Source: an optimization exercise on an open RTL-to-GDS flow (aim: small area, a short achievable clock period and few clock cycles). Production flows keep margins and buffers that such runs may drop. RTL that was checked went through simulation tests only; none was proved equivalent to the original. The RTL of run 3 was laid out without a check of its function. Power figures rest on the tool's default switching activity, not on a simulated workload.

`flow/flow/run.sh`:
```
#!/bin/bash
# Standard layout, with the smallest buffer on the ports (buffer_ports
# otherwise picks clkdlybuf4s50_1); timing repair still sizes them up where
# needed. Each tool writes its own log under orfs/logs; make's output goes
# to flow_make.log.
set -euo pipefail
export BUFFER_PORTS_ARGS="-buffer_cell sky130_fd_sc_hd__buf_1"
bash standard.sh > flow_make.log 2>&1
```
`flow/standard.sh`:
```
#!/bin/bash
# synth_recipe.tcl (not shown) runs the flow's synth.tcl, then flattens the netlist and writes it again
# the make line also repeats each setting of config.mk as NAME=value (left out here)
make -C /OpenROAD-flow-scripts/flow DESIGN_CONFIG=/design/flow/config.mk WORK_HOME=/design/flow/orfs CLKGATE_MAP_FILE= SYNTH_SCRIPT=/design/flow/synth_recipe.tcl "${@:-finish}"
```
`flow/config.mk`:
```
export PLATFORM = sky130hd
export DESIGN_NAME = user_proj_sdram
export DESIGN_NICKNAME = user_proj_sdram
export VERILOG_FILES = /design/flow/design.v
export SDC_FILE = /design/flow/constraint.sdc
export NUM_CORES = 4
export LEC_CHECK = 0
export ABC_AREA = 1
export CAP_MARGIN = 20
export CORE_MARGIN = 2
export CORE_UTILIZATION = 60
export SETUP_SLACK_MARGIN = 1.5
export SLEW_MARGIN = 20
```
`flow/constraint.sdc`:
```
create_clock -name core_clock -period 4.5 [get_ports {wb_clk_i}]
set_input_delay 0.9000 -clock core_clock [delete_from_list [all_inputs] [get_ports {wb_clk_i}]]
set_output_delay 0.9000 -clock core_clock [all_outputs]
set_load 0.01 [all_outputs]
```
`flow/design.v`:
```
`default_nettype none
module sdram_controller (
    input  wire        clk,
    input  wire        rst,
    input  wire        req,
    input  wire        we,
    input  wire [3:0]  sel,
    input  wire [22:0] adr,
    input  wire [31:0] dat_i,
    output wire        ack,
    output wire [31:0] dat_o,
    output wire        sdram_cke,
    output wire        sdram_cs_n,
    output wire        sdram_ras_n,
    output wire        sdram_cas_n,
    output wire        sdram_we_n,
    output wire [3:0]  sdram_dqm,
    output wire [1:0]  sdram_ba,
    output wire [12:0] sdram_a,
    input  wire [31:0] sdram_dqi,
    output wire [31:0] sdram_dqo
);
    localparam [3:0] CMD_NOP       = 4'b0111;
    localparam [3:0] CMD_ACTIVE    = 4'b0011;
    localparam [3:0] CMD_READ      = 4'b0101;
    localparam [3:0] CMD_WRITE     = 4'b0100;
    localparam [3:0] CMD_PRECHARGE = 4'b0010;
    localparam [3:0] CMD_REFRESH   = 4'b0001;
    localparam [9:0] REF_AT = 10'd760;
    reg  [3:0]  cmd_q;
    reg  [1:0]  ba_q;
    reg  [12:0] a_q;
    reg  [31:0] dqo_q;
    reg  [3:0]  dqm_q;
    reg  [3:0]  open_q;
    reg  [10:0] row_q [0:3];
    reg  [2:0]  tact_q [0:3];    
    reg  [2:0]  tref_q;          
    reg  [9:0]  rcnt_q;
    reg         rreq_q;
    reg         av_q, bv_q;
    reg  [11:0] atag_q, btag_q;
    reg         rpend_q;                    
    reg         eon_q;
    reg  [11:0] p0_q, p1_q;                 
    reg  [5:0]  d0_q, d1_q;                 
    reg  [11:0] h1n_q;                      
    reg  [9:0]  h2n_q;                      
    reg         hseq_q;                     
    reg  [1:0]  hcnt_q;
    integer i;
    wire rd = req & ~we;
    wire wr = req & we;
    wire [1:0]  xb = adr[13:12];
    wire [10:0] xr = {adr[1:0], adr[22:14]};
    wire [1:0]  pb = p0_q[11:10];
    wire last_act = (cmd_q == CMD_ACTIVE);
    wire last_pre = (cmd_q == CMD_PRECHARGE);
    wire last_wr  = (cmd_q == CMD_WRITE);
    reg [3:0] rw_ok, pre_ok, act_ok, row_hit_x;
    reg       all_pre_ok, ref_ok;
    always @* begin
        all_pre_ok = ~last_wr;
        ref_ok = (tref_q == 3'd7) & ~last_pre & ~(|open_q);
        for (i = 0; i < 4; i = i + 1) begin
            rw_ok[i]  = open_q[i] & (tact_q[i] >= 3'd2);
            pre_ok[i] = (tact_q[i] >= 3'd5) & ~(last_wr & ba_q == i);
            act_ok[i] = (tact_q[i] == 3'd7) & ~last_pre & ~last_act & (tref_q == 3'd7);
            row_hit_x[i] = (row_q[i] == xr);
            if (open_q[i] && tact_q[i] < 3'd5)
                all_pre_ok = 1'b0;
        end
    end
    wire x_rowok = open_q[xb] & row_hit_x[xb];
    wire hit_b   = bv_q & (adr[13:2] == btag_q) & row_hit_x[xb];
    wire       col_eq = (adr[11:2] == btag_q[9:0]);
    reg  [3:0] ack_b;
    always @* begin
        for (i = 0; i < 4; i = i + 1)
            ack_b[i] = (xb == i) & row_hit_x[i] &
                       ((rd & col_eq & bv_q & (btag_q[11:10] == i)) |
                        (wr & rw_ok[i] & ~rreq_q));
    end
    wire x_go    = rw_ok[xb] & row_hit_x[xb] & ~rreq_q;
    wire p_go    = eon_q & rw_ok[pb] & ~rreq_q;
    wire wr_acc = wr & x_go;
    wire rd_ack = rd & hit_b;
    wire miss   = rd & ~hit_b & ~rpend_q;
    assign ack = |ack_b;
    assign dat_o = sdram_dqi;
    reg  [3:0]  cmd_d;
    reg  [1:0]  ba_d;
    reg  [12:0] a_d;
    reg         do_act, do_pre, do_pre_all, do_ref, dir_rd, spec_rd;
    always @* begin
        cmd_d = CMD_NOP;
        ba_d = xb;
        a_d = {3'b000, adr[11:2]};
        do_act = 1'b0;
        do_pre = 1'b0;
        do_pre_all = 1'b0;
        do_ref = 1'b0;
        dir_rd = 1'b0;
        spec_rd = 1'b0;
        if (rreq_q) begin
            a_d[10] = 1'b1;
            if (|open_q) begin
                if (all_pre_ok) begin
                    cmd_d = CMD_PRECHARGE;
                    do_pre_all = 1'b1;
                end
            end else if (ref_ok) begin
                cmd_d = CMD_REFRESH;
                do_ref = 1'b1;
            end
        end else if (wr | miss) begin
            if (x_rowok) begin
                if (x_go) begin
                    cmd_d = wr ? CMD_WRITE : CMD_READ;
                    dir_rd = rd;
                end
            end else if (open_q[xb]) begin
                if (pre_ok[xb]) begin
                    cmd_d = CMD_PRECHARGE;
                    do_pre = 1'b1;
                end
            end else if (act_ok[xb]) begin
                cmd_d = CMD_ACTIVE;
                a_d = {2'b00, xr};
                do_act = 1'b1;
            end
        end else if (p_go) begin
            cmd_d = CMD_READ;
            ba_d = pb;
            a_d = {3'b000, p0_q[9:0]};
            spec_rd = 1'b1;
        end
    end
    assign sdram_cke = 1'b1;
    assign {sdram_cs_n, sdram_ras_n, sdram_cas_n, sdram_we_n} = cmd_q;
    assign sdram_ba = ba_q;
    assign sdram_a = a_q;
    assign sdram_dqo = dqo_q;
    assign sdram_dqm = dqm_q;
    wire        dual = (hcnt_q == 2'd3) & hseq_q & (adr[11:2] != h1n_q[9:0]);
    wire [5:0]  t_dx = adr[7:2] - h2n_q[5:0] + 6'd1;
    wire [9:0]  t_2x = {adr[10:2], 1'b1} - h2n_q;   
    wire [11:0] t_p0 = dual ? h1n_q : {adr[13:12], adr[11:2] + 10'd1};
    wire [11:0] t_p1 = {adr[13:12], dual ? t_2x : adr[11:2] + 10'd2};
    wire [5:0]  t_d0 = dual ? 6'd1 : 6'd2;
    wire [5:0]  t_d1 = dual ? t_dx[5:0] : 6'd2;
    always @(posedge clk) begin
        if (rst) begin
            cmd_q <= CMD_NOP;
            open_q <= 4'd0;
            for (i = 0; i < 4; i = i + 1)
                tact_q[i] <= 3'd7;
            tref_q <= 3'd7;
            rcnt_q <= 10'd0;
            rreq_q <= 1'b0;
            av_q <= 1'b0;
            bv_q <= 1'b0;
            rpend_q <= 1'b0;
            eon_q <= 1'b0;
            hcnt_q <= 2'd0;
        end else begin
            cmd_q <= cmd_d;
            for (i = 0; i < 4; i = i + 1)
                if (tact_q[i] != 3'd7) tact_q[i] <= tact_q[i] + 3'd1;
            if (tref_q != 3'd7) tref_q <= tref_q + 3'd1;
            if (do_act) begin
                open_q[xb] <= 1'b1;
                tact_q[xb] <= 3'd1;
            end
            if (do_pre)
                open_q[xb] <= 1'b0;
            if (do_pre_all)
                open_q <= 4'd0;
            if (do_ref) begin
                tref_q <= 3'd1;
                rcnt_q <= 10'd0;
                rreq_q <= 1'b0;
            end else begin
                rcnt_q <= rcnt_q + 10'd1;
                if (rcnt_q == REF_AT)
                    rreq_q <= 1'b1;
            end
            av_q <= (cmd_q == CMD_READ) & ~wr_acc;
            bv_q <= av_q & ~wr_acc;
            rpend_q <= (rpend_q | dir_rd) & ~rd_ack & ~wr_acc;
            if (wr_acc) begin
                eon_q <= 1'b0;
                hcnt_q <= 2'd0;
            end else if (dir_rd)
                eon_q <= 1'b1;
            if (rd_ack && hcnt_q != 2'd3)
                hcnt_q <= hcnt_q + 2'd1;
        end
        ba_q <= ba_d;
        a_q <= a_d;
        dqo_q <= dat_i;
        dqm_q <= ~sel;
        if (do_act)
            row_q[xb] <= xr;
        atag_q <= {ba_q, a_q[9:0]};
        btag_q <= atag_q;
        if (dir_rd) begin
            p0_q <= t_p0;
            p1_q <= t_p1;
            d0_q <= t_d0;
            d1_q <= t_d1;
        end else if (spec_rd) begin
            p0_q <= p1_q;
            p1_q <= {p0_q[11:10], p0_q[9:0] + {4'd0, d0_q}};
            d0_q <= d1_q;
            d1_q <= d0_q;
        end
        if (rd_ack) begin
            h1n_q <= {adr[13:12], adr[11:2] + 10'd1};
            h2n_q <= h1n_q[9:0];
            hseq_q <= (adr[11:2] == h2n_q);
        end
    end
endmodule
`default_nettype wire
`default_nettype none
module user_proj_sdram (
    input  wire        wb_clk_i,
    input  wire        wb_rst_i,
    input  wire        wbs_stb_i,
    input  wire        wbs_cyc_i,
    input  wire        wbs_we_i,
    input  wire [3:0]  wbs_sel_i,
    input  wire [31:0] wbs_dat_i,
    input  wire [31:0] wbs_adr_i,
    output wire        wbs_ack_o,
    output wire [31:0] wbs_dat_o,
    output wire        sdram_cke,
    output wire        sdram_cs_n,
    output wire        sdram_ras_n,
    output wire        sdram_cas_n,
    output wire        sdram_we_n,
    output wire [3:0]  sdram_dqm,
    output wire [1:0]  sdram_ba,
    output wire [12:0] sdram_a,
    input  wire [31:0] sdram_dqi,
    output wire [31:0] sdram_dqo
);
    sdram_controller u_ctrl (
        .clk      (wb_clk_i),
        .rst      (wb_rst_i),
        .req      (wbs_stb_i & wbs_cyc_i),
        .we       (wbs_we_i),
        .sel      (wbs_sel_i),
        .adr      (wbs_adr_i[22:0]),
        .dat_i    (wbs_dat_i),
        .ack      (wbs_ack_o),
        .dat_o    (wbs_dat_o),
        .sdram_cke(sdram_cke),
        .sdram_cs_n(sdram_cs_n),
        .sdram_ras_n(sdram_ras_n),
        .sdram_cas_n(sdram_cas_n),
        .sdram_we_n(sdram_we_n),
        .sdram_dqm(sdram_dqm),
        .sdram_ba (sdram_ba),
        .sdram_a  (sdram_a),
        .sdram_dqi(sdram_dqi),
        .sdram_dqo(sdram_dqo)
    );
endmodule
`default_nettype wire
```
==> results.txt, run 1 <==
* Insertion delay to the later sink of the worst-skew pair at 510 ps
* Ratio of cells with drive above 1 in the final layout at 11.6%
* # rows at 48
* Cts bufs inserted at 23
* Critical path data required time at 3600 ps
* Initial core utilization at 61.2%
* IO Count at 194
* YS warnings at 1
* H-Tree Depth at 1
* Post-route ant nets at 0
* RSZ-0062 raised after global routing: yes
* Top_reg_cell synth: dfxtp_1
* Max-Cap Viols at 0
* Critical R2R Launch: u_ctrl.tact_q[3][0]
* Min-Delay Path Depth at 0
* Reg-to-reg endpoint: u_ctrl.row_q[2][3]
* Synth-to-Final Area Change at 14.4%
* Die ar. at 18,600 sq um
* Final setup TNS at 0 ps
* Remaining Overflow, GRT at 0
* Largest area contributor in the netlist: edfxtp_1
* Hpwl dp at 17,600 um
* Seq/Total Area, Yosys at 50.6%
* Diode count at 0
* Post-Route Utilization at 70.0%
* Synth Register Bits at 215
* WS Path Type: input port to output pin
* Cells after synthesis at 1,212
* Chip width at 137 um
* Area contributors post-synth: edfxtp_1 (29%), dfxtp_1 (21%), nand2_1 (11%)
* Nets at 1,467
* Period utilization at 78.5%
* Pwr Density at 413 nW/um^2
* Largest net degree at the start of global routing at 40
* DRT iter0 DRCs at 553
* DRC violations left at 0
* Setup violators final at 0
* Vias at 8,191
* Synth top area share at 29.3%
* Outcome: finished clean
* Hold Path Origin: u_ctrl.atag_q[2]
* Hold WC Path Type: flop to flop
* Avg Inst Size Synth at 8.70 sq um
* Design Power at 4.99 mW
* Pleak at 5.26 nW
* DR vias/cell at 5.26
* Clock Tree Buf Depth at 3
* Hold Slack at 326 ps
* Netlist cell types at 50
* Initial antenna violation count at 0
* VDD IR max at 0.357 mV
* Reg-to-reg setup timing slack at 1890 ps
* Drt total wl at 24,700 um
* CP Launch Type: input port
* Drt wl/cell at 15.9 um
* CTS sink count at 215
* Vias in the first global route at 7,770
* Async SR Flop Fraction at 0%
* Number of synthesized flops with an enable pin at 103
* Cells on worst reg2reg path at 10
* Cell Area, Synth at 10,500 sq um
* Core region area at 17,200 sq um
* Most frequent cell after synthesis: nand2_1
* Setup ws final at 968 ps
* CTS root buf: clkbuf_16
* CP Data Arrival Time at 2630 ps
* Max Clock Skew at 11.5 ps
* Gpl congestion at 0.889
* CP endpoint kind: output pin
* Final instance area at 12,100 sq um
* Endpoints failing hold at 0
* Placement-stage cell area at 11,000 sq um
* Worst Max-Slew Pin Slew at 664 ps
* Clk slew on worst S/H paths at 60 ps
* Placed insts at 1,496
* First-pass GRT wire length at 38,900 um
* Min Tclk post-route at 3530 ps
* CTS tree: yes
* I/O Buffers at 116
* Max Slew Vio Count at 0
* Slew HR at 55.8%
* CP Max Fanout at 3
* Die Y-Extent at 137 um
* Dpl ws at 654 ps
* Most common library cells after synthesis: nand2_1 (313), inv_1 (119), dfxtp_1 (112)
* Worst hold path endpoint: u_ctrl.btag_q[2]
* Pre-antenna DRT Iters at 5
* Total GRT Usage at 26.6%
* Fmax at 283 MHz
* Non-Filler Instances at 1,556
==> layer usage <==
metal	share of wire [%]	vias to the layer above	global-route usage [%]	wire [um]
li1	-	4117	-	-
met4	3.6	0	10.3	884
met3	5.3	60	3.37	1300
met5	0	-	0	0
met1	43	3758	35.3	10700
met2	48	256	44.6	11800
==> state kept, by name (all words and copies together), names as in the netlist, 11 cells and up <==
register       count
u_ctrl.atag_q     12
u_ctrl.row_q      44
u_ctrl.p0_q       12
u_ctrl.a_q        11
u_ctrl.tact_q     12
u_ctrl.p1_q       12
u_ctrl.h1n_q      12
u_ctrl.btag_q     12
u_ctrl.dqo_q      32
==> layout by cell type, fill, tap and decap left out, drive strengths merged, types with 32 or more instances in the layout <==
cell type	count
buf	140
clkbuf	42
dfxtp	112
edfxtp	103
ha	44
inv	139
nand2	319
nand3	32
nor2	99
o21ai	109
xnor2	37
xor2	33
==> worst max-delay path by stage <==
stage	depth (start not counted)	from	slack [ps]	to
floorplan	13	wbs_adr_i[16]	1450	u_ctrl.d0_q[0]
global placement	14	wbs_adr_i[16]	700	u_ctrl.p1_q[2]
detailed placement	14	wbs_adr_i[17]	650	u_ctrl.p1_q[2]
CTS	12	wbs_adr_i[5]	990	wbs_ack_o
global route	13	wbs_adr_i[5]	900	wbs_ack_o
finish	13	wbs_adr_i[5]	970	wbs_ack_o
==> power breakdown <==
part	internal (mW)	leakage, nW	switching (mW)
Sequential	2.20	1.86	0.109
Combinational	0.322	3.04	0.528
Clock	1.06	0.361	0.757
==> final cells by class <==
type / count / area, sq um
Inverter: 141 / 552
Tap cell: 225 / 282
Multi-Input combinational cell: 784 / 4380
Clock buffer: 33 / 687
Sequential cell: 215 / 5340
Timing Repair Buffer: 149 / 781
Fill cell: 1386 / 5170
Clock inverter: 8 / 46.3
Timing Repair inverter: 1 / 5.00
==> critical path, cell delays in order <==
cell,delay (ps)
buf_1,80
buf_6,120
inv_6,60
buf_6,100
nor2_2,40
nor3_4,240
nand4_1,270
buf_4,230
o22ai_2,120
nand2_1,70
nand2_1,60
nand3b_1,170
buf_2,160
==> cells by family after synthesis <==
| family | after synthesis | share of synthesized area, % |
|---|---|---|
| compound gates | 167 | 8.83 |
| xor+xnor | 70 | 5.82 |
| fa+ha+maj | 47 | 5.79 |
| buf+inv | 215 | 9.42 |
| flops | 215 | 50.6 |
| other cells | 2 | 0.0712 |
| simple gates | 496 | 19.5 |
==> repair_timing <==
action,4_1_cts,5_1_grt
setup endpoints to repair,74,118
cloned,0,1
buffers inserted,9,9
pin swaps,8,13
hold endpoints to repair,0,0
resized for setup,23,35
hold buffers,0,0
Testbench counts, summed over its fixed seeds: cycles 23,166.
==> run 2: changes to the inputs <==
==> flow/run.sh (new file) <==
#!/bin/bash
# synth_recipe.tcl (not shown) runs the flow's synth.tcl, then flattens the netlist and writes it again
# the make line also repeats each setting of config.mk as NAME=value (left out here)
make -C /OpenROAD-flow-scripts/flow DESIGN_CONFIG=/design/flow/config.mk WORK_HOME=/design/flow/orfs CLKGATE_MAP_FILE= SYNTH_SCRIPT=/design/flow/synth_recipe.tcl finish
--- a/flow/config.mk
+++ b/flow/config.mk
@@ -8,6 +8,6 @@
 export ABC_AREA = 1
 export CAP_MARGIN = 20
 export CORE_MARGIN = 2
-export CORE_UTILIZATION = 60
+export CORE_UTILIZATION = 40
 export SETUP_SLACK_MARGIN = 1.5
 export SLEW_MARGIN = 20
removed: flow/flow/run.sh
removed: flow/standard.sh
==> run 2 against run 1 <==
Non-clock buffer count grew 5. Sequential share of layout area shrank 3.3 points. Register-to-register slack gained 90 ps. Die area grew 48%. Setup slack gained 110 ps. First-iteration DRC count grew 16%. Sequential power is essentially flat. Critical path type unchanged. Largest cell class unchanged. Highest routed layer unchanged.
==> results.txt, run 2 <==
* Post-Route Utilization at 50.1%
* CP top delay family: simple AND/OR/NAND/NOR gates
* Top_reg_cell synth: dfxtp_1
* Total GRT Usage at 18.1%
* Cell-internal power at 3.76 mW
* Synth top area share at 29.3%
* Synth Register Bits at 215
* Pwr Density at 403 nW/um^2
* Cell Area, Synth at 10,500 sq um
* Ratio of cells with drive above 1 in the final layout at 13.4%
* Cells on worst reg2reg path at 12
* DRT iter0 DRCs at 644
* Pre-antenna DRT Iters at 5
* Sw Pwr at 1.50 mW
* Insertion delay to the later sink of the worst-skew pair at 540 ps
* Design Power at 5.25 mW
* Clk slew on worst S/H paths at 60 ps
* Slew HR at 56.4%
* Register with the most flip-flops: u_ctrl.row_q
* Setup violators final at 0
* CP Max Fanout at 4
* Async SR Flop Fraction at 0%
* Drt total wl at 25,700 um
* RSZ-0062 raised after global routing: yes
* Seq/Total Area, Yosys at 50.6%
* Max Clock Skew at 10.7 ps
* Pleak at 5.64 nW
* # rows at 59
* Max reg flops at 44
* First-pass GRT wire length at 40,600 um
* Worst Max-Slew Pin Slew at 647 ps
* Largest net degree at the start of global routing at 45
* Hpwl dp at 18,300 um
* Hold_buf cts at 0
* Most frequent cells in the layout: nand2_1 (307), inv_1 (112), dfxtp_1 (112), edfxtp_1 (103), nor2_1 (92)
* Reg power frac at 44.0%
* Vias at 8,169
* Final setup TNS at 0 ps
* Vias in the first global route at 7,806
* Crit path depth at 12
* DRC violations left at 0
* CP Launch Type: input port
* Number of synthesized flops with an enable pin at 103
* CTS root buf: clkbuf_16
* Buf/Inv on CP at 5
* Min-Delay Path Depth at 0
* WS Path Type: input port to output pin
* VDD IR max at 0.411 mV
* Max-Cap Viols at 0
* Slowest cell delay on critical path at 280 ps
* Synth-to-Final Area Change at 23.6%
* Cell breakdown of the critical path: buf_8 > inv_4 > buf_4 > nor2_1 > nor3_4 > nand4_1 > buf_4 > o22ai_2 > nand2_1 > nand2_1 > nand3b_1 > buf_2
* Most common library cells after synthesis: nand2_1 (313), inv_1 (119), dfxtp_1 (112)
* Critical path data required time at 3600 ps
* IO Count at 194
* Chip width at 166 um
* Endpoints failing hold at 0
* Dpl ws at 234 ps
* Slowest CP cell: nand4_1
* Commonest non-fill, non-tap cell in the layout: nand2_1
* Period utilization at 76.0%
* Fmax at 292 MHz
* Initial core utilization at 40.6%
* YS warnings at 1
* Max Slew Vio Count at 0
* Area contributors post-synth: edfxtp_1 (29%), dfxtp_1 (21%), nand2_1 (11%)
* I/O Buffers at 116
* Gpl congestion at 0.872
* Most frequent cell after synthesis: nand2_1
* H-Tree Depth at 1
* Die ar. at 27,700 sq um
* Core region area at 26,000 sq um
* Hold WC Path Type: flop to flop
* Setup ws final at 1080 ps
* Switching Fraction at 28.5%
* Post-route ant nets at 0
* Initial antenna violation count at 0
* Cells after synthesis at 1,212
* Outcome: finished clean
* Diode count at 0
* CTS tree: yes
* Layout fillers at 2,493
* Min Tclk post-route at 3420 ps
* Combinational fraction of design power at 17.9%
* CP Data Arrival Time at 2520 ps
* Clock power share at 38.1%
* Nets at 1,477
* Avg Inst Size Synth at 8.70 sq um
* Netlist cell types at 50
* DR vias/cell at 4.86
* Clock Tree Buf Depth at 3
* Largest area contributor in the netlist: edfxtp_1
* Largest registers: u_ctrl.row_q (44), u_ctrl.dqo_q (32)
* CTS sink count at 215
* Die Y-Extent at 166 um
* CP endpoint kind: output pin
* Drt wl/cell at 15.3 um
* Remaining Overflow, GRT at 0
* Cts bufs inserted at 26
-- run 2: cell count changes in the layout (fill, tap and decap cells not counted), sizes merged --
cell / delta
buf: -93
clkdlybuf4s50: +89
clkdlybuf4s15: +5
clkinv: +5
dlygate4sd2: +4
clkbuf: -3
inv: +3
clkinvlp: +2
dlymetal6s2s: +2
-- run 2: kinds of logic after synthesis --
logic type | after synthesis | share of synthesized area (%)
AO/OA/AOI/OAI | 167 | 8.83
flip-flops | 215 | 50.6
other | 2 | 0.0712
AND/OR/NAND/NOR | 496 | 19.5
buffers and inverters | 215 | 9.42
XOR/XNOR | 70 | 5.82
adder cells (fa/ha/maj) | 47 | 5.79
-- run 2: metal layers --
layer | global-route usage, % | up-vias | part of all wire [%]
met2 | 29.3 | 240 | 45
met5 | 0 | - | 0
li1 | - | 4131 | -
met3 | 3.29 | 41 | 6.2
met4 | 4.84 | 0 | 2.6
met1 | 25.0 | 3757 | 46
-- run 2: cell type report --
type	instances	area (sq um)	share of cell area, %
sequential	215	5340	41.0
timing repair inverter	3	22.5	0.173
clock buffer	32	717	5.50
multi-input combinational	784	4400	33.8
timing repair buffer	154	1460	11.2
tap	335	419	3.22
inverter	141	558	4.28
clock inverter	16	115	0.884
-- run 2: power groups by stage --
stage	sequential (mW)	clock [mW]	combinational, mW
after global placement	2.35	0	0.886
after global routing	2.33	2.13	1.08
after CTS	2.31	2.05	0.924
after detailed placement	2.35	0	0.902
final	2.31	2.00	0.939
after floorplan	2.34	0	0.625
-- run 2: repair_timing --
item                                    in CTS  in global routing
cloned                                       2                  2
resized for setup                           96                 33
endpoints found under the setup margin     131                127
pin swaps                                   18                 10
setup buffers                               10                  3
-- run 2: final timing paths --
path	start	end	slack, ps
worst max-delay path	wbs_adr_i[5]	wbs_ack_o	1080
worst max register to register	u_ctrl.row_q[2][0]	u_ctrl.row_q[1][4]	1980
worst min-delay path	u_ctrl.atag_q[7]	u_ctrl.btag_q[7]	320
worst min register to register	u_ctrl.atag_q[7]	u_ctrl.btag_q[7]	320
-- run 2: through the flow --
| step | hold slack [ps] | std cells | cell area, sq um |
|---|---|---|---|
| global placement | 311 | 1615 | 12000 |
| floorplan | 310 | 1214 | 10700 |
| detailed placement | 313 | 1615 | 12000 |
| global route | 329 | 1680 | 13000 |
| CTS | 323 | 1675 | 12900 |
| finish | 323 | 1680 | 13000 |
==> run 3: changes to the inputs <==
--- a/flow/design.v
+++ b/flow/design.v
@@ -38,8 +38,9 @@
     reg  [2:0]  tref_q;          
     reg  [9:0]  rcnt_q;
     reg         rreq_q;
-    reg         av_q, bv_q;
-    reg  [11:0] atag_q, btag_q;
+    reg         av_q;
+    reg  [11:0] atag_q;
+    reg         ack_q;
     reg         rpend_q;                    
     reg         eon_q;
     reg  [11:0] p0_q, p1_q;                 
@@ -49,8 +50,9 @@
     reg         hseq_q;                     
     reg  [1:0]  hcnt_q;
     integer i;
-    wire rd = req & ~we;
-    wire wr = req & we;
+    wire rq = req & ~ack_q;
+    wire rd = rq & ~we;
+    wire wr = rq & we;
     wire [1:0]  xb = adr[13:12];
     wire [10:0] xr = {adr[1:0], adr[22:14]};
     wire [1:0]  pb = p0_q[11:10];
@@ -72,21 +74,14 @@
         end
     end
     wire x_rowok = open_q[xb] & row_hit_x[xb];
-    wire hit_b   = bv_q & (adr[13:2] == btag_q) & row_hit_x[xb];
-    wire       col_eq = (adr[11:2] == btag_q[9:0]);
-    reg  [3:0] ack_b;
-    always @* begin
-        for (i = 0; i < 4; i = i + 1)
-            ack_b[i] = (xb == i) & row_hit_x[i] &
-                       ((rd & col_eq & bv_q & (btag_q[11:10] == i)) |
-                        (wr & rw_ok[i] & ~rreq_q));
-    end
     wire x_go    = rw_ok[xb] & row_hit_x[xb] & ~rreq_q;
-    wire p_go    = eon_q & rw_ok[pb] & ~rreq_q;
+    wire hit_a   = av_q & (adr[13:2] == atag_q) & row_hit_x[xb];
+    wire on_way  = (cmd_q == CMD_READ) & (adr[13:2] == {ba_q, a_q[9:0]}) & row_hit_x[xb];
     wire wr_acc = wr & x_go;
-    wire rd_ack = rd & hit_b;
-    wire miss   = rd & ~hit_b & ~rpend_q;
-    assign ack = |ack_b;
+    wire rd_ack = rd & hit_a;
+    wire miss   = rd & ~hit_a & ~rpend_q & ~on_way;
+    wire p_go    = eon_q & rw_ok[pb] & ~rreq_q & rd_ack;
+    assign ack = ack_q;
     assign dat_o = sdram_dqi;
     reg  [3:0]  cmd_d;
     reg  [1:0]  ba_d;
@@ -159,7 +154,7 @@
             rcnt_q <= 10'd0;
             rreq_q <= 1'b0;
             av_q <= 1'b0;
-            bv_q <= 1'b0;
+            ack_q <= 1'b0;
             rpend_q <= 1'b0;
             eon_q <= 1'b0;
             hcnt_q <= 2'd0;
@@ -186,7 +181,7 @@
                     rreq_q <= 1'b1;
             end
             av_q <= (cmd_q == CMD_READ) & ~wr_acc;
-            bv_q <= av_q & ~wr_acc;
+            ack_q <= rd_ack | wr_acc;
             rpend_q <= (rpend_q | dir_rd) & ~rd_ack & ~wr_acc;
             if (wr_acc) begin
                 eon_q <= 1'b0;
@@ -203,7 +198,6 @@
         if (do_act)
             row_q[xb] <= xr;
         atag_q <= {ba_q, a_q[9:0]};
-        btag_q <= atag_q;
         if (dir_rd) begin
             p0_q <= t_p0;
             p1_q <= t_p1;
==> flow/flow/run.sh (new file) <==
#!/bin/bash
# Standard layout, with the smallest buffer on the ports (buffer_ports
# otherwise picks clkdlybuf4s50_1); timing repair still sizes them up where
# needed. Each tool writes its own log under orfs/logs; make's output goes
# to flow_make.log.
set -euo pipefail
export BUFFER_PORTS_ARGS="-buffer_cell sky130_fd_sc_hd__buf_1"
bash standard.sh > flow_make.log 2>&1
==> flow/standard.sh (new file) <==
#!/bin/bash
# synth_recipe.tcl (not shown) runs the flow's synth.tcl, then flattens the netlist and writes it again
# the make line also repeats each setting of config.mk as NAME=value (left out here)
make -C /OpenROAD-flow-scripts/flow DESIGN_CONFIG=/design/flow/config.mk WORK_HOME=/design/flow/orfs CLKGATE_MAP_FILE= SYNTH_SCRIPT=/design/flow/synth_recipe.tcl "${@:-finish}"
--- a/flow/config.mk
+++ b/flow/config.mk
@@ -9,5 +9,5 @@
 export CAP_MARGIN = 20
 export CORE_MARGIN = 2
 export CORE_UTILIZATION = 40
-export SETUP_SLACK_MARGIN = 1.5
+export SETUP_SLACK_MARGIN = 2.3
 export SLEW_MARGIN = 20
removed: flow/run.sh
==> run 3 against run 2 <==
Largest power group unchanged. Wire length rose by 7.3%. Still clean. Clock-buffer cell count shrank 4. Cell count increased by 2.2%. Sequential share of layout area shrank 2.5 points. Register-to-register slack gained 200 ps. Power down 4.8%.
==> results.txt, run 3 <==
* Outcome: finished clean
* CTS root buf: clkbuf_16
* DR vias/cell at 4.98
* Hold WC Path Type: flop to flop
* Clk slew on worst S/H paths at 60 ps
* Drt total wl at 27,500 um
* Cell Area, Synth at 10,500 sq um
* Vias at 8,550
* Pwr Density at 378 nW/um^2
* Max Clock Skew at 36.3 ps
* Drt wl/cell at 16.0 um
* Cell-internal power at 3.55 mW
* Pre-antenna DRT Iters at 5
* Cell breakdown of the critical path: buf_1 > buf_6 > clkinvlp_4 > nand2_2 > nand2_2 > nor2_2 > nand2_1 > nor2_1 > nand3_1 > nand2_1 > nand2_2 > nand2_4 > nand2_8 > nand2_4 > inv_4 > nand2_8 > nand2_4
* Nets at 1,518
* CTS sink count at 203
* Largest net degree at the start of global routing at 32
* Initial core utilization at 40.5%
* Reg power frac at 43.7%
* Number of synthesized flops with an enable pin at 103
* DRT iter0 DRCs at 419
* Sw Pwr at 1.45 mW
* Cells after synthesis at 1,220
* Period utilization at 52.5%
* Hpwl dp at 18,400 um
* Endpoints failing hold at 0
* Area contributors post-synth: edfxtp_1 (29%), dfxtp_1 (19%), nand2_1 (11%)
* # rows at 59
* Most common library cells after synthesis: nand2_1 (297), inv_1 (127), nor2_1 (119)
* Netlist cell types at 46
* IO Count at 194
* Gpl congestion at 0.900
* Synth Register Bits at 203
* Max-Cap Viols at 0
* Seq/Total Area, Yosys at 48.4%
* Post-Route Utilization at 51.0%
* Cts bufs inserted at 23
* DRC violations left at 0
* Max Slew Vio Count at 0
* Critical path data required time at 4760 ps
* CP Launch Type: input port
* Clock power share at 37.4%
* Buf/Inv on CP at 4
* YS warnings at 1
* Avg Inst Size Synth at 8.63 sq um
* Async SR Flop Fraction at 0%
* RSZ-0062 raised after global routing: yes
* Most frequent cell after synthesis: nand2_1
* Ratio of cells with drive above 1 in the final layout at 20.3%
* Commonest non-fill, non-tap cell in the layout: nand2_1
* Die ar. at 27,600 sq um
* Largest registers: u_ctrl.row_q (44), u_ctrl.dqo_q (32)
* Reg-to-reg setup timing slack at 2180 ps
* Final setup TNS at 0 ps
* Hold_buf cts at 0
* Most frequent cells in the layout: nand2_1 (287), inv_1 (113), nor2_1 (104), edfxtp_1 (103), dfxtp_1 (100)
* Diode count at 0
* Largest area contributor in the netlist: edfxtp_1
* Synth-to-Final Area Change at 25.8%
* Slowest cell delay on critical path at 190 ps
* Switching Fraction at 29.0%
* WS Path Type: input port to flop
* Insertion delay to the later sink of the worst-skew pair at 540 ps
* Min Tclk post-route at 2360 ps
* Slowest CP cell: nand2_8
* CP endpoint kind: flop
* I/O Buffers at 116
* Synth top area share at 29.4%
* Chip width at 166 um
* Core region area at 26,000 sq um
* CTS tree: yes
* Post-route ant nets at 0
* Combinational fraction of design power at 18.9%
* CP Max Fanout at 8
* Vias in the first global route at 8,277
* First-pass GRT wire length at 42,900 um
* Slew HR at 62.7%
* Total GRT Usage at 19.1%
* Die Y-Extent at 166 um
* Clock Tree Buf Depth at 3
* Max reg flops at 44
* H-Tree Depth at 1
* Initial antenna violation count at 0
* VDD IR max at 0.341 mV
* Remaining Overflow, GRT at 0
* Fmax at 423 MHz
* Pleak at 5.69 nW
* Top_reg_cell synth: edfxtp_1
* Setup violators final at 0
* CP top delay family: simple AND/OR/NAND/NOR gates
* Register with the most flip-flops: u_ctrl.row_q
* Worst Max-Slew Pin Slew at 554 ps
* CP Data Arrival Time at 2630 ps
run 3: cell types whose count changed after synthesis, sizes merged, moves of 3 or more:
| cell | delta |
|---|---|
| o21ai | -29 |
| or2 | +4 |
| dfxtp | -12 |
| nand2 | -10 |
| nor2 | +29 |
| nand3 | +16 |
| nand4 | +9 |
| o211ai | -9 |
| xnor2 | +9 |
| buf | +3 |
run 3: cell families after synthesis:
kind of cell	share of synthesized area, %
and+or+nand+nor	22.5
DFF	48.4
other	0.0713
xor gates and xnor gates	6.74
buffers and inverters	10.1
AOI/OAI and AO/OA	6.41
adders and majority gates	5.80
run 3: cell type report:
type / instances / area, sq um
inverters: 141 / 616
multi-input cells: 811 / 5070
clock buffers: 28 / 656
repair inverters: 5 / 37.5
flip-flops and latches: 203 / 5090
well taps: 335 / 419
repair buffers: 181 / 1250
fillers: 2436 / 12700
clock inverters: 13 / 105
run 3: through the flow:
step	setup slack, ps	power (mW)	hold WS (ps)	std cells	cell area [sq um]
after CTS	2180	5.01	382	1704	12900
after floorplan	1860	2.83	401	1222	10800
final	2140	5.00	380	1717	13200
after global routing	2040	5.25	388	1717	13200
after detailed placement	804	3.02	374	1605	11100
after global placement	850	3.00	372	1605	11100
run 3: power by group through the flow:
stage	Combinational, mW	Sequential (mW)	Clock, mW
final	0.943	2.19	1.87
after global routing	1.06	2.21	1.98
after CTS	0.905	2.19	1.91
after detailed placement	0.799	2.22	0
after global placement	0.777	2.22	0
after floorplan	0.618	2.21	0
run 3: final timing paths:
kind | depth (start not counted) | from | endpoint
worst max register to register | 14 | u_ctrl.row_q[0][1] | u_ctrl.d1_q[2]
worst max-delay path | 17 | wbs_adr_i[5] | u_ctrl.d1_q[2]
worst min-delay path | 0 | u_ctrl.a_q[6] | u_ctrl.atag_q[6]
worst min register to register | 0 | u_ctrl.a_q[6] | u_ctrl.atag_q[6]
run 3: per-layer routing:
layer / wire length [um] / share of wire (%) / GRT usage [%] / vias up
li1: - / - / - / 4231
met1: 11800 / 43 / 25.0 / 3979
met2: 13100 / 47 / 32.5 / 283
met3: 1910 / 6.9 / 3.53 / 57
met4: 712 / 2.6 / 5.25 / 0
met5: 0 / 0 / 0 / -
run 3: worst register-to-register path, delay by kind of cell (launching register included):
kind | cells | cell delay, ps
flops | 1 | 440
xor+xnor | 1 | 210
buf+inv | 1 | 60
simple gates | 12 | 1330
run 3: repair_timing:
item | CTS | global route
pin swaps | 32 | 21
gates cloned | 13 | 4
buffers inserted | 45 | 9
endpoints found under the setup margin | 178 | 176
resized for setup | 161 | 50
==> run 4: changes to the inputs <==
--- a/flow/design.v
+++ b/flow/design.v
@@ -30,17 +30,14 @@
     reg  [3:0]  cmd_q;
     reg  [1:0]  ba_q;
     reg  [12:0] a_q;
-    reg  [31:0] dqo_q;
-    reg  [3:0]  dqm_q;
     reg  [3:0]  open_q;
     reg  [10:0] row_q [0:3];
     reg  [2:0]  tact_q [0:3];    
     reg  [2:0]  tref_q;          
     reg  [9:0]  rcnt_q;
     reg         rreq_q;
-    reg         av_q;
-    reg  [11:0] atag_q;
-    reg         ack_q;
+    reg         av_q, bv_q;
+    reg  [11:0] atag_q, btag_q;
     reg         rpend_q;                    
     reg         eon_q;
     reg  [11:0] p0_q, p1_q;                 
@@ -50,23 +47,23 @@
     reg         hseq_q;                     
     reg  [1:0]  hcnt_q;
     integer i;
-    wire rq = req & ~ack_q;
-    wire rd = rq & ~we;
-    wire wr = rq & we;
+    wire rd = req & ~we;
+    wire wr = req & we;
     wire [1:0]  xb = adr[13:12];
     wire [10:0] xr = {adr[1:0], adr[22:14]};
     wire [1:0]  pb = p0_q[11:10];
     wire last_act = (cmd_q == CMD_ACTIVE);
     wire last_pre = (cmd_q == CMD_PRECHARGE);
-    wire last_wr  = (cmd_q == CMD_WRITE);
-    reg [3:0] rw_ok, pre_ok, act_ok, row_hit_x;
+    wire pins_free = (cmd_q == CMD_NOP) | (cmd_q == CMD_READ);
+    reg [3:0] rw_ok, wr_ok, pre_ok, act_ok, row_hit_x;
     reg       all_pre_ok, ref_ok;
     always @* begin
-        all_pre_ok = ~last_wr;
+        all_pre_ok = 1'b1;
         ref_ok = (tref_q == 3'd7) & ~last_pre & ~(|open_q);
         for (i = 0; i < 4; i = i + 1) begin
             rw_ok[i]  = open_q[i] & (tact_q[i] >= 3'd2);
-            pre_ok[i] = (tact_q[i] >= 3'd5) & ~(last_wr & ba_q == i);
+            wr_ok[i]  = open_q[i] & (tact_q[i] >= 3'd3);
+            pre_ok[i] = (tact_q[i] >= 3'd5);
             act_ok[i] = (tact_q[i] == 3'd7) & ~last_pre & ~last_act & (tref_q == 3'd7);
             row_hit_x[i] = (row_q[i] == xr);
             if (open_q[i] && tact_q[i] < 3'd5)
@@ -74,14 +71,23 @@
         end
     end
     wire x_rowok = open_q[xb] & row_hit_x[xb];
+    wire hit_b   = bv_q & (adr[13:2] == btag_q) & row_hit_x[xb];
+    wire       col_eq = (adr[11:2] == btag_q[9:0]);
+    reg  [3:0] ack_b;
+    always @* begin
+        for (i = 0; i < 4; i = i + 1)
+            ack_b[i] = (xb == i) & row_hit_x[i] &
+                       ((rd & col_eq & bv_q & (btag_q[11:10] == i)) |
+                        (wr & wr_ok[i] & ~rreq_q & pins_free));
+    end
     wire x_go    = rw_ok[xb] & row_hit_x[xb] & ~rreq_q;
-    wire hit_a   = av_q & (adr[13:2] == atag_q) & row_hit_x[xb];
-    wire on_way  = (cmd_q == CMD_READ) & (adr[13:2] == {ba_q, a_q[9:0]}) & row_hit_x[xb];
-    wire wr_acc = wr & x_go;
-    wire rd_ack = rd & hit_a;
-    wire miss   = rd & ~hit_a & ~rpend_q & ~on_way;
-    wire p_go    = eon_q & rw_ok[pb] & ~rreq_q & rd_ack;
-    assign ack = ack_q;
+    wire w_go    = wr_ok[xb] & row_hit_x[xb] & ~rreq_q & pins_free;
+    wire w_sel   = wr & pins_free;    
+    wire p_go    = eon_q & rw_ok[pb] & ~rreq_q;
+    wire wr_acc = wr & w_go;
+    wire rd_ack = rd & hit_b;
+    wire miss   = rd & ~hit_b & ~rpend_q;
+    assign ack = |ack_b;
     assign dat_o = sdram_dqi;
     reg  [3:0]  cmd_d;
     reg  [1:0]  ba_d;
@@ -110,9 +116,9 @@
             end
         end else if (wr | miss) begin
             if (x_rowok) begin
-                if (x_go) begin
-                    cmd_d = wr ? CMD_WRITE : CMD_READ;
-                    dir_rd = rd;
+                if (rd & x_go) begin
+                    cmd_d = CMD_READ;
+                    dir_rd = 1'b1;
                 end
             end else if (open_q[xb]) begin
                 if (pre_ok[xb]) begin
@@ -132,11 +138,14 @@
         end
     end
     assign sdram_cke = 1'b1;
-    assign {sdram_cs_n, sdram_ras_n, sdram_cas_n, sdram_we_n} = cmd_q;
-    assign sdram_ba = ba_q;
-    assign sdram_a = a_q;
-    assign sdram_dqo = dqo_q;
-    assign sdram_dqm = dqm_q;
+    assign sdram_cs_n  = cmd_q[3];
+    assign sdram_ras_n = w_sel | cmd_q[2];
+    assign sdram_cas_n = w_sel ? ~w_go : cmd_q[1];
+    assign sdram_we_n  = w_sel ? ~w_go : cmd_q[0];
+    assign sdram_ba = w_sel ? xb : ba_q;
+    assign sdram_a = w_sel ? {3'b000, adr[11:2]} : a_q;
+    assign sdram_dqo = dat_i;
+    assign sdram_dqm = ~sel;
     wire        dual = (hcnt_q == 2'd3) & hseq_q & (adr[11:2] != h1n_q[9:0]);
     wire [5:0]  t_dx = adr[7:2] - h2n_q[5:0] + 6'd1;
     wire [9:0]  t_2x = {adr[10:2], 1'b1} - h2n_q;   
@@ -154,7 +163,7 @@
             rcnt_q <= 10'd0;
             rreq_q <= 1'b0;
             av_q <= 1'b0;
-            ack_q <= 1'b0;
+            bv_q <= 1'b0;
             rpend_q <= 1'b0;
             eon_q <= 1'b0;
             hcnt_q <= 2'd0;
@@ -180,8 +189,8 @@
                 if (rcnt_q == REF_AT)
                     rreq_q <= 1'b1;
             end
-            av_q <= (cmd_q == CMD_READ) & ~wr_acc;
-            ack_q <= rd_ack | wr_acc;
+            av_q <= (cmd_q == CMD_READ) & ~w_sel;
+            bv_q <= av_q & ~wr_acc;
             rpend_q <= (rpend_q | dir_rd) & ~rd_ack & ~wr_acc;
             if (wr_acc) begin
                 eon_q <= 1'b0;
@@ -193,11 +202,10 @@
         end
         ba_q <= ba_d;
         a_q <= a_d;
-        dqo_q <= dat_i;
-        dqm_q <= ~sel;
         if (do_act)
             row_q[xb] <= xr;
         atag_q <= {ba_q, a_q[9:0]};
+        btag_q <= atag_q;
         if (dir_rd) begin
             p0_q <= t_p0;
             p1_q <= t_p1;
--- a/flow/config.mk
+++ b/flow/config.mk
@@ -9,5 +9,5 @@
 export CAP_MARGIN = 20
 export CORE_MARGIN = 2
 export CORE_UTILIZATION = 40
-export SETUP_SLACK_MARGIN = 2.3
+export SETUP_SLACK_MARGIN = 1.5
 export SLEW_MARGIN = 20
==> run 4 against run 3 <==
Fmax decreased by 27%. First-iteration DRC count rose by 60%. Highest routed layer unchanged. Largest power group unchanged. Flip-flop and latch count fell by 24. Setup slack worse by 870 ps. Sequential power shrank about 10%. Still clean on timing, DRC and antenna. Sequential share of layout area is 0.85 points higher.
==> results.txt, run 4 <==
* Outcome: finished clean
* DR vias/cell at 4.95
* DRC violations left at 0
* Top_reg_cell synth: edfxtp_1
* Max Slew Vio Count at 0
* Drt wl/cell at 15.7 um
* Max-Cap Viols at 0
* Core region area at 25,200 sq um
* YS warnings at 1
* Dpl ws at 708 ps
* CTS tree: yes
* Placed insts at 1,543
* Endpoints failing hold at 0
* Async SR Flop Fraction at 0%
* Critical path data required time at 3600 ps
* Die Y-Extent at 164 um
* Clk slew on worst S/H paths at 60 ps
* Most frequent cells in the layout: nand2_1 (295), inv_1 (118), nor2_1 (107), edfxtp_1 (103), o21ai_0 (79)
* VDD IR max at 0.200 mV
* Setup violators final at 0
* IO Count at 194
* Insertion delay to the later sink of the worst-skew pair at 430 ps
* I/O Buffers at 52
* Diode count at 0
* Most common library cells after synthesis: nand2_1 (310), inv_1 (134), nor2_1 (121)
* DRT iter0 DRCs at 671
* Period utilization at 71.8%
* Drt total wl at 25,200 um
* Setup ws final at 1270 ps
* CP Data Arrival Time at 2330 ps
* Synth top area share at 30.1%
* Seq/Total Area, Yosys at 44.9%
* Total GRT Usage at 18.7%
* Pwr Density at 367 nW/um^2
* Placement-stage cell area at 10,300 sq um
* Die ar. at 27,000 sq um
* Post-Route Utilization at 46.7%
* Number of synthesized flops with an enable pin at 103
* Synth Area in Simple Gates at 20.8%
* Slowest CP cell: nor3_2
* CTS sink count at 179
* Slew HR at 53.0%
* Nets at 1,420
* Avg Inst Size Synth at 8.22 sq um
* Worst Max-Slew Pin Slew at 705 ps
* Cell breakdown of the critical path: buf_6 > inv_2 > nand2_2 > nand4_1 > nor3_2 > nand3_2 > nor2_4 > nand3_2 > a21oi_2 > nand2_1 > nand4_1 > buf_2
* Largest family of logic cells by synthesized area: simple AND/OR/NAND/NOR gates
* Ratio of cells with drive above 1 in the final layout at 17.7%
* Most frequent cell after synthesis: nand2_1
* Hpwl dp at 17,500 um
* Synth Register Bits at 179
* Synth-to-Final Area Change at 14.4%
* Compound-Gate Fraction of Synth Area at 9.46%
* Min Tclk post-route at 3230 ps
* Post-route ant nets at 0
* Hold_buf cts at 0
* Cells after synthesis at 1,250
* CTS root buf: clkbuf_16
* CP endpoint kind: output pin
* RSZ-0062 raised after global routing: yes
* Slowest cell delay on critical path at 240 ps
* Clock Tree Buf Depth at 2
* Largest area contributor in the netlist: edfxtp_1
* Fraction of the mapped netlist area in adder cells at 6.43%
* Vias at 7,954
* # rows at 58
* Fmax at 310 MHz
* Register with the most flip-flops: u_ctrl.row_q
* WS Path Type: input port to output pin
* Cells on worst reg2reg path at 13
* Final instance area at 11,800 sq um
* H-Tree Depth at 4
* Initial antenna violation count at 0
* Chip width at 164 um
* Initial core utilization at 40.8%
* CP Max Fanout at 4
* Vias in the first global route at 7,468
* Layout fillers at 2,410
* Mux contribution to synthesized area at 0%
* Gpl congestion at 0.856
* Non-Filler Instances at 1,606
* Remaining Overflow, GRT at 0
* Cell Area, Synth at 10,300 sq um
* Commonest non-fill, non-tap cell in the layout: nand2_1
* Xor and xnor fraction of the mapped netlist area at 5.97%
* Largest net degree at the start of global routing at 38
* Hold WC Path Type: flop to flop
* Cts bufs inserted at 17
* First-pass GRT wire length at 39,000 um
* Netlist cell types at 44
* Final setup TNS at 0 ps
* Max reg flops at 44
* Reg-to-reg setup timing slack at 1810 ps
* CP Launch Type: input port
* Area contributors post-synth: edfxtp_1 (30%), dfxtp_1 (15%), nand2_1 (11%)
* Hold Slack at 326 ps
* Pre-antenna DRT Iters at 5
* Design Power at 4.31 mW
* Pleak at 5.08 nW
* Max Clock Skew at 11.8 ps
* Min-Delay Path Depth at 0
==> run 4: cell count changes after synthesis, moves of 13 or more <==
cell and delta:
nand3_1 -13, o21ai_0 +18, nand2_1 +13, o211ai_1 +14, buf_4 +23, a21oi_1 +18, dfxtp_1 -24
==> run 4: worst max-delay path: cells and delay by family <==
| family | cells | cell delay, ps |
|---|---|---|
| buffers and inverters | 3 | 270 |
| AO/OA/AOI/OAI | 1 | 130 |
| AND/OR/NAND/NOR | 8 | 1030 |
==> run 4: logic make-up (layout without fill, tap and decap cells) <==
| group | Yosys count | count (layout) |
|---|---|---|
| xor+xnor | 70 | 70 |
| simple gates | 518 | 520 |
| compound gates | 175 | 175 |
| other cells | 2 | 4 |
| fa+ha+maj | 51 | 51 |
| buf+inv | 255 | 277 |
| flops | 179 | 179 |
==> run 4: path summary, 6_finish.rpt <==
kind | start | end
setup / recovery | wbs_adr_i[10] | wbs_ack_o
hold / removal | u_ctrl.atag_q[5] | u_ctrl.btag_q[5]
setup reg to reg | u_ctrl.row_q[2][6] | u_ctrl.row_q[1][2]
hold reg to reg | u_ctrl.atag_q[5] | u_ctrl.btag_q[5]
==> run 4: where the power goes <==
part           total [mW]  internal, mW  switching (mW)  leakage, nW
clock network        1.44         0.767           0.674        0.264
logic               0.898         0.347           0.551         3.26
registers            1.97          1.87           0.104         1.56
total                4.31          2.98            1.33         5.08
==> run 4: repair_timing <==
item	CTS	global route
pin swaps	20	31
gates cloned	3	2
gates resized for setup	83	99
buffers inserted	13	14
endpoints found under the setup margin	125	116
==> run 4: cell type report <==
class / count / area (sq um) / area share [%]
timing repair buffer: 97 / 737 / 6.27
inverter: 148 / 614 / 5.23
tap: 330 / 413 / 3.51
timing repair inverter: 1 / 7.51 / 0.0639
clock buffer: 17 / 425 / 3.62
sequential: 179 / 4620 / 39.3
multi-input combinational: 820 / 4810 / 40.9
clock inverter: 14 / 131 / 1.12
==> run 4: layer usage <==
| metal | GRT usage (%) | wire, um | up-vias |
|---|---|---|---|
| li1 | - | - | 4023 |
| met1 | 24.9 | 11500 | 3695 |
| met2 | 30.2 | 11700 | 187 |
| met3 | 3.54 | 1140 | 49 |
| met4 | 7.26 | 762 | 0 |
| met5 | 0 | 0 | - |
Testbench counts of run 4, summed over its fixed seeds: cycles 23,278.
==> run 5: changes to the inputs <==
--- a/flow/design.v
+++ b/flow/design.v
@@ -32,9 +32,9 @@
     reg  [12:0] a_q;
     reg  [3:0]  open_q;
     reg  [10:0] row_q [0:3];
-    reg  [2:0]  tact_q [0:3];    
-    reg  [2:0]  tref_q;          
-    reg  [9:0]  rcnt_q;
+    reg  [2:0]  tl_q;            
+    reg  [1:0]  lb_q;            
+    reg  [9:0]  rcnt_q;          
     reg         rreq_q;
     reg         av_q, bv_q;
     reg  [11:0] atag_q, btag_q;
@@ -59,14 +59,14 @@
     reg       all_pre_ok, ref_ok;
     always @* begin
         all_pre_ok = 1'b1;
-        ref_ok = (tref_q == 3'd7) & ~last_pre & ~(|open_q);
+        ref_ok = ~last_pre & ~(|open_q);
         for (i = 0; i < 4; i = i + 1) begin
-            rw_ok[i]  = open_q[i] & (tact_q[i] >= 3'd2);
-            wr_ok[i]  = open_q[i] & (tact_q[i] >= 3'd3);
-            pre_ok[i] = (tact_q[i] >= 3'd5);
-            act_ok[i] = (tact_q[i] == 3'd7) & ~last_pre & ~last_act & (tref_q == 3'd7);
+            rw_ok[i]  = open_q[i] & ((lb_q != i) | (tl_q >= 3'd2));
+            wr_ok[i]  = open_q[i] & ((lb_q != i) | (tl_q >= 3'd3));
+            pre_ok[i] = (tl_q == 3'd5);
+            act_ok[i] = ~last_pre & ~last_act & (|rcnt_q[9:3]);
             row_hit_x[i] = (row_q[i] == xr);
-            if (open_q[i] && tact_q[i] < 3'd5)
+            if (open_q[i] && tl_q != 3'd5)
                 all_pre_ok = 1'b0;
         end
     end
@@ -157,9 +157,7 @@
         if (rst) begin
             cmd_q <= CMD_NOP;
             open_q <= 4'd0;
-            for (i = 0; i < 4; i = i + 1)
-                tact_q[i] <= 3'd7;
-            tref_q <= 3'd7;
+            tl_q <= 3'd5;
             rcnt_q <= 10'd0;
             rreq_q <= 1'b0;
             av_q <= 1'b0;
@@ -169,19 +167,17 @@
             hcnt_q <= 2'd0;
         end else begin
             cmd_q <= cmd_d;
-            for (i = 0; i < 4; i = i + 1)
-                if (tact_q[i] != 3'd7) tact_q[i] <= tact_q[i] + 3'd1;
-            if (tref_q != 3'd7) tref_q <= tref_q + 3'd1;
+            if (tl_q != 3'd5) tl_q <= tl_q + 3'd1;
             if (do_act) begin
                 open_q[xb] <= 1'b1;
-                tact_q[xb] <= 3'd1;
+                tl_q <= 3'd1;
+                lb_q <= xb;
             end
             if (do_pre)
                 open_q[xb] <= 1'b0;
             if (do_pre_all)
                 open_q <= 4'd0;
             if (do_ref) begin
-                tref_q <= 3'd1;
                 rcnt_q <= 10'd0;
                 rreq_q <= 1'b0;
             end else begin
==> run 5 against run 4 <==
Clock skew is 3.5 ps higher. Critical endpoint unchanged. Still clean on timing, DRC and antenna. Cell count is 3.3% lower. Highest routed layer unchanged. Synthesized cell count is 6.5% lower.
==> results.txt, run 5 <==
* Pre-antenna DRT Iters at 5
* Reg-to-reg setup timing slack at 1700 ps
* Cell Area, Synth at 9790 sq um
* Post-route ant nets at 0
* Gpl congestion at 0.857
* Pleak at 5.14 nW
* Avg Inst Size Synth at 8.37 sq um
* Largest family of logic cells by synthesized area: simple AND/OR/NAND/NOR gates
* Synth top area share at 32.2%
* Worst Max-Slew Pin Slew at 788 ps
* Core region area at 24,200 sq um
* Cts bufs inserted at 17
* Most common library cells after synthesis: nand2_1 (312), inv_1 (119), edfxtp_1 (105)
* Period utilization at 73.2%
* Critical R2R Launch: u_ctrl.row_q[1][6]
* Insertion delay to the later sink of the worst-skew pair at 440 ps
* Total GRT Usage at 18.8%
* Vias at 7,732
* Seq/Total Area, Yosys at 45.3%
* Synth-to-Final Area Change at 22.6%
* Remaining Overflow, GRT at 0
* Reg-to-reg endpoint: u_ctrl.d1_q[2]
* CTS sink count at 169
* Die Y-Extent at 160 um
* Async SR Flop Fraction at 0%
* Most frequent cell after synthesis: nand2_1
* Met1 global-route usage at 26.4%
* Final instance area at 12,000 sq um
* Final setup TNS at 0 ps
* Register with the most flip-flops: u_ctrl.row_q
* Hold WC Path Type: flop to flop
* Endpoints failing hold at 0
* Drt wl/cell at 16.0 um
* Compound-Gate Fraction of Synth Area at 8.21%
* Max-Cap Viols at 0
* Met2 Track Usage GR at 29.4%
* Dpl ws at 782 ps
* Cells on worst reg2reg path at 18
* Clock Tree Buf Depth at 2
* Xor and xnor fraction of the mapped netlist area at 6.08%
* Synth Register Bits at 169
* Most frequent CP cell: nand3_2
* Hold Path Origin: u_ctrl.atag_q[2]
* Max Slew Vio Count at 0
* Max reg flops at 44
* Worst hold path endpoint: u_ctrl.btag_q[2]
* CTS tree: yes
* CP endpoint kind: output pin
* Initial core utilization at 40.5%
* DRT iter0 DRCs at 692
* Slowest CP cell: nor3b_2
* Fmax at 303 MHz
* Area contributors post-synth: edfxtp_1 (32%), dfxtp_1 (13%), nand2_1 (12%)
* Chip width at 160 um
* First-pass GRT wire length at 37,800 um
* Top_reg_cell synth: edfxtp_1
* Max Clock Skew at 15.3 ps
* Initial antenna violation count at 0
* WS Path Type: input port to output pin
* Die ar. at 25,700 sq um
* CTS root buf: clkbuf_16
* DR vias/cell at 4.98
* Number of synthesized flops with an enable pin at 105
* Min Tclk post-route at 3300 ps
* Setup ws final at 1200 ps
* Hold_buf cts at 0
* Synth Area in Simple Gates at 22.8%
* Slowest cell delay on critical path at 210 ps
* IO Count at 194
* Vias in the first global route at 7,146
* Layer with the highest usage: met2
* CP Max Fanout at 12
* CP Launch Type: input port
* Layout fillers at 2,189
* Slew HR at 47.5%
* Cell breakdown of the critical path: buf_1 > buf_6 > xor2_1 > nor3b_2 > nand3_2 > nor2_4 > nand3_2 > nor2_2 > o21ai_0 > nand4_1 > buf_2
* Drt total wl at 24,800 um
* Ratio of cells with drive above 1 in the final layout at 25.9%
* # rows at 57
* Critical path data required time at 3600 ps
* Fraction of the mapped netlist area in adder cells at 4.70%
* Placement-stage cell area at 9800 sq um
* Diode count at 0
* Clk slew on worst S/H paths at 60 ps
* Setup violators final at 0
* DRC violations left at 0
* Mux contribution to synthesized area at 0%
* Largest area contributor in the netlist: edfxtp_1
* Pwr Density at 313 nW/um^2
* YS warnings at 1
* VDD IR max at 0.169 mV
* Design Power at 3.75 mW
* I/O Buffers at 52
* Commonest non-fill, non-tap cell in the layout: nand2_1
* Nets at 1,356
* H-Tree Depth at 4
* Hpwl dp at 16,500 um
* Netlist cell types at 50
* Hold Slack at 327 ps
* Cells after synthesis at 1,169
* Met3 Resource Use GR at 3.18%
* Largest net degree at the start of global routing at 37
* Min-Delay Path Depth at 0
* CP Data Arrival Time at 2400 ps
* RSZ-0062 raised after global routing: yes
* Most frequent cells in the layout: nand2_1 (278), inv_1 (108), edfxtp_1 (105), nor2_1 (73), dfxtp_1 (61)
* Outcome: finished clean
[run 5: cell count changes after synthesis, sizes merged, moves of 6 or more]
cell / delta
a21oi: -17
clkbuf: -6
dfxtp: -12
ha: -16
inv: -9
nor2: -24
o21ai: -10
[run 5: how the worst max path moves through the flow]
stage / startpoint / end / slack, ps / cells after the start
3_5_place_dp: wbs_adr_i[14] / u_ctrl.d0_q[3] / 780 / 14
4_1_cts: wbs_adr_i[3] / wbs_ack_o / 1200 / 12
2_1_floorplan: wbs_stb_i / sdram_a[0] / 1520 / 7
3_3_place_gp: wbs_adr_i[5] / wbs_ack_o / 830 / 13
5_1_grt: wbs_adr_i[3] / wbs_ack_o / 1040 / 11
6_report: wbs_adr_i[7] / wbs_ack_o / 1200 / 11
[run 5: metrics by stage]
step           utilization (%)  cells
2_1_floorplan                -   1171
6_report                  49.6   1553
3_3_place_gp              40.5   1462
5_1_grt                   49.6   1553
3_5_place_dp              40.5   1462
4_1_cts                   46.6   1533
[run 5: kinds of logic after synthesis]
| logic type | Yosys count |
|---|---|
| compound gates | 137 |
| xor+xnor | 68 |
| fa+ha+maj | 35 |
| buf+inv | 239 |
| flops | 169 |
| other cells | 2 |
| simple gates | 519 |
[run 5: layer usage]
layer / wire length (um) / part of all wire (%) / vias up
met4: 486 / 2.0 / 0
met5: 0 / 0 / -
met1: 11500 / 46 / 3610
met3: 1220 / 4.9 / 50
li1: - / - / 3831
met2: 11600 / 47 / 241
[run 5: what timing repair did]
| action | CTS | global route |
|---|---|---|
| cloned | 2 | 5 |
| setup buffers | 37 | 15 |
| pin swaps | 43 | 56 |
| setup endpoints to repair | 110 | 97 |
| resized for setup | 163 | 136 |
[run 5: final cells by class]
| cell class | count | area, sq um | share of cell area (%) |
|---|---|---|---|
| Clock buffer | 17 | 425 | 3.54 |
| Clock inverter | 15 | 183 | 1.52 |
| Inverter | 138 | 607 | 5.06 |
| Multi-Input combinational cell | 763 | 4820 | 40.2 |
| Sequential cell | 169 | 4440 | 37.0 |
| Tap cell | 324 | 405 | 3.38 |
| Timing Repair Buffer | 125 | 1110 | 9.24 |
| Timing Repair inverter | 2 | 12.5 | 0.104 |
[run 5: worst max-delay path: cells and delay by family]
kind	cells	cell delay (ps)
xor gates and xnor gates	1	190
and+or+nand+nor	6	840
AOI/OAI and AO/OA	1	70
buffers and inverters	3	390
[run 5: power breakdown]
| group | switching (mW) | internal, mW | total (mW) |
|---|---|---|---|
| Combinational | 0.305 | 0.226 | 0.531 |
| Sequential | 0.0305 | 1.68 | 1.71 |
| Clock | 0.666 | 0.842 | 1.51 |
| Total | 1.00 | 2.75 | 3.75 |
Testbench counts of run 5, summed over its fixed seeds: cycles 23,337.
==> run 6: changes to the inputs <==
--- a/flow/config.mk
+++ b/flow/config.mk
@@ -5,7 +5,8 @@
 export SDC_FILE = /design/flow/constraint.sdc
 export NUM_CORES = 4
 export LEC_CHECK = 0
-export ABC_AREA = 1
+export ABC_AREA = 0
+export ABC_CLOCK_PERIOD_IN_PS = 1500
 export CAP_MARGIN = 20
 export CORE_MARGIN = 2
 export CORE_UTILIZATION = 40
==> run 6 against run 5 <==
Flip-flop and latch count did not move. Sequential share of layout area is 5.3 points higher. Die area decreased by 6.8%. Synthesized cell count fell by 27%. Register-to-register slack got worse by 90 ps.
==> results.txt, run 6 <==
* Commonest non-fill, non-tap cell in the layout: edfxtp_1
* Most frequent cells in the layout: edfxtp_1 (105), xnor2_1 (64), dfxtp_1 (62), nand2_1 (54), nor2_1 (54)
* Initial antenna violation count at 0
* Drt total wl at 20,200 um
* Slowest cell delay on critical path at 380 ps
* Insertion delay to the later sink of the worst-skew pair at 440 ps
* Top_reg_cell synth: edfxtp_1
* Total GRT Usage at 17.2%
* Most frequent CP cell: nand4_1
* Cell Area, Synth at 9110 sq um
* Pwr Density at 339 nW/um^2
* Seq/Total Area, Yosys at 48.7%
* DRT iter0 DRCs at 331
* Layout fillers at 2,047
* Drt wl/cell at 17.4 um
* Max Slew Vio Count at 0
* Hold WC Path Type: flop to flop
* Diode count at 0
* Synth top area share at 34.6%
* Async SR Flop Fraction at 0%
* Largest net degree at the start of global routing at 59
* Synth-to-Final Area Change at 15.1%
* Seq. cell area at 4440 sq um
* Sw Pwr at 0.932 mW
* Avg Inst Size Synth at 10.6 sq um
* Netlist cell types at 62
* VDD IR max at 0.176 mV
* Max reg flops at 44
* Worst setup path endpoint: wbs_ack_o
* Period utilization at 79.6%
* Vias in the first global route at 5,657
* WS Path Type: input port to output pin
* DRC violations left at 0
* Largest area contributor in the netlist: edfxtp_1
* YS warnings at 1
* Final setup TNS at 0 ps
* CP Data Arrival Time at 2680 ps
* Slowest CP cell: o41ai_2
* Reg-to-reg endpoint: u_ctrl.open_q[3]
* Switching Fraction at 26.2%
* H-Tree Depth at 4
* Vias at 5,975
* Pleak at 3.88 nW
* CP Max Fanout at 6
* Clock Tree Buf Depth at 2
* Placement-stage cell area at 9380 sq um
* I/O Buffers at 52
* Die ar. at 24,000 sq um
* Post-route ant nets at 0
* Register with the most flip-flops: u_ctrl.row_q
* Footprint of the multi-input gates at 4190 sq um
* Outcome: finished clean
* Pre-antenna DRT Iters at 5
* Initial core utilization at 40.5%
* Clock power share at 43.1%
* Reg-to-reg setup timing slack at 1610 ps
* Reg power frac at 47.6%
* Core region area at 22,500 sq um
* # rows at 55
* Gpl congestion at 0.866
* Clk slew on worst S/H paths at 80 ps
* Chip width at 155 um
* First-pass GRT wire length at 31,300 um
* Min Tclk post-route at 3580 ps
* Slew HR at 58.4%
* Nets at 1,003
* Setup crit start: wbs_adr_i[21]
* Area contributors post-synth: edfxtp_1 (35%), dfxtp_1 (14%), xnor2_1 (7.5%)
* Fmax at 279 MHz
* Max Clock Skew at 15.1 ps
* CTS root buf: clkbuf_16
* Hold_buf cts at 0
* Setup violators final at 0
* Combinational fraction of design power at 9.3%
* Cell-internal power at 2.62 mW
* Most common library cells after synthesis: edfxtp_1 (105), xnor2_1 (78), buf_4 (68)
* Max-Cap Viols at 0
* Cells after synthesis at 857
* Hold Slack at 328 ps
* Number of synthesized flops with an enable pin at 105
* Critical path data required time at 3600 ps
* Hpwl dp at 14,500 um
* Synth Register Bits at 169
* Most frequent cell after synthesis: edfxtp_1
* Cell breakdown of the critical path: buf_6 > xnor2_2 > nand4_1 > nor4_4 > nand4_1 > o21ai_1 > a21oi_2 > o41ai_2 > buf_2
* Critical R2R Launch: u_ctrl.row_q[3][1]
* Worst Max-Slew Pin Slew at 624 ps
* DR vias/cell at 5.15
* Endpoints failing hold at 0
* Cells on worst reg2reg path at 10
* CTS tree: yes
* Remaining Overflow, GRT at 0
* CTS sink count at 169
* Cts bufs inserted at 17
* CP endpoint kind: output pin
* Final instance area at 10,500 sq um
* CP Launch Type: input port
* Ratio of cells with drive above 1 in the final layout at 19.9%
* Die Y-Extent at 155 um
* RSZ-0062 raised after global routing: yes
* IO Count at 194
==> run 6: changes by cell type in the layout (fill, tap and decap cells not counted), sizes merged, moves of 18 or more <==
cell / delta
xnor2: +46
mux2: +18
inv: -85
o21ai: -42
buf: -26
nand2: -265
nor2: -44
==> run 6: critical path, delay by kind of cell <==
kind,cells,cell delay [ps]
AOI/OAI and AO/OA,3,670
and+or+nand+nor,3,680
xor gates and xnor gates,1,110
buffers and inverters,2,330
==> run 6: how the worst min path moves through the flow <==
stage,start,endpoint,depth (start not counted)
2_1_floorplan,u_ctrl.atag_q[0],u_ctrl.btag_q[0],0
3_3_place_gp,u_ctrl.atag_q[0],u_ctrl.btag_q[0],0
3_5_place_dp,u_ctrl.atag_q[10],u_ctrl.btag_q[10],0
4_1_cts,u_ctrl.atag_q[10],u_ctrl.btag_q[10],0
5_1_grt,u_ctrl.atag_q[3],u_ctrl.btag_q[3],0
6_report,u_ctrl.atag_q[3],u_ctrl.btag_q[3],0
==> run 6: cell families after synthesis <==
logic type,synth area share (%)
adder cells (fa/ha/maj),5.05
buffers and inverters,9.50
AO/OA/AOI/OAI,9.85
flip-flops,48.7
XOR/XNOR,10.4
multiplexers,4.64
AND/OR/NAND/NOR,11.8
other,0.0824
==> run 6: layout make-up <==
class	count	share of cell area (%)
Timing Repair Buffer	97	6.98
Inverter	41	1.47
Sequential cell	169	42.3
Tap cell	285	3.40
Multi-Input combinational cell	537	40.0
Clock inverter	15	1.79
Clock buffer	17	4.06
==> run 6: metrics by stage <==
stage	utilization [%]	std cells	setup WS (ps)	power, mW
5_1_grt	46.6	1161	836	3.69
6_report	46.6	1161	918	3.55
3_3_place_gp	41.7	1114	564	2.02
2_1_floorplan	-	859	1140	1.99
4_1_cts	45.8	1154	959	3.57
3_5_place_dp	41.7	1114	531	2.03
==> run 6: per-layer routing <==
metal | vias up | global-route usage (%) | wire length (um) | share of wire [%]
met1 | 2841 | 24.3 | 9700 | 48
met5 | - | 0 | 0 | 0
li1 | 2950 | - | - | -
met3 | 53 | 3.45 | 894 | 4.4
met4 | 0 | 6.48 | 426 | 2.1
met2 | 131 | 26.0 | 9130 | 45
==> run 6: power groups by stage <==
stage               Clock, mW  Combinational, mW  Sequential (mW)
CTS                      1.56              0.322             1.69
detailed placement          0              0.303             1.72
floorplan                   0              0.276             1.72
global route             1.62              0.373             1.70
global placement            0              0.300             1.72
finish                   1.53              0.330             1.69
==> run 6: repair_timing <==
item	in CTS	in global routing
endpoints found under the hold margin	0	0
pin swaps	17	11
endpoints found under the setup margin	164	95
gates cloned	0	0
gates resized for setup	64	27
setup buffers	8	7

-- re-timing with driven ports --
In the flow no input, the clock included, has a driving cell. The finished layouts below were timed again as built, in two steps. Step 1: set_driving_cell puts a clkbuf_16 on wb_clk_i and a buf_2 on each other input, an assumption about the parent block. Step 2 also shifts input and output timing later by t, the mid clock arrival at the registers, as if the neighbouring blocks saw the same clock. a / b / c = ideal / step 1 / step 2; a / b = the first two.
| run | t, ns | setup WS [ns] |
|---|---|---|
| run 1 | 0.548 | 0.968 / 0.945 / 0.945 |
| run 2 | 0.579 | 1.078 / 1.038 / 1.038 |
| run 3 | 0.567 | 2.138 / 2.153 / 1.586 |
| run 4 | 0.474 | 1.269 / 1.213 / 1.150 |
| run 5 | 0.476 | 1.205 / 1.181 / 0.997 |
| run 6 | 0.485 | 0.918 / 0.888 / 0.888 |
After both steps every run listed still meets setup and hold.
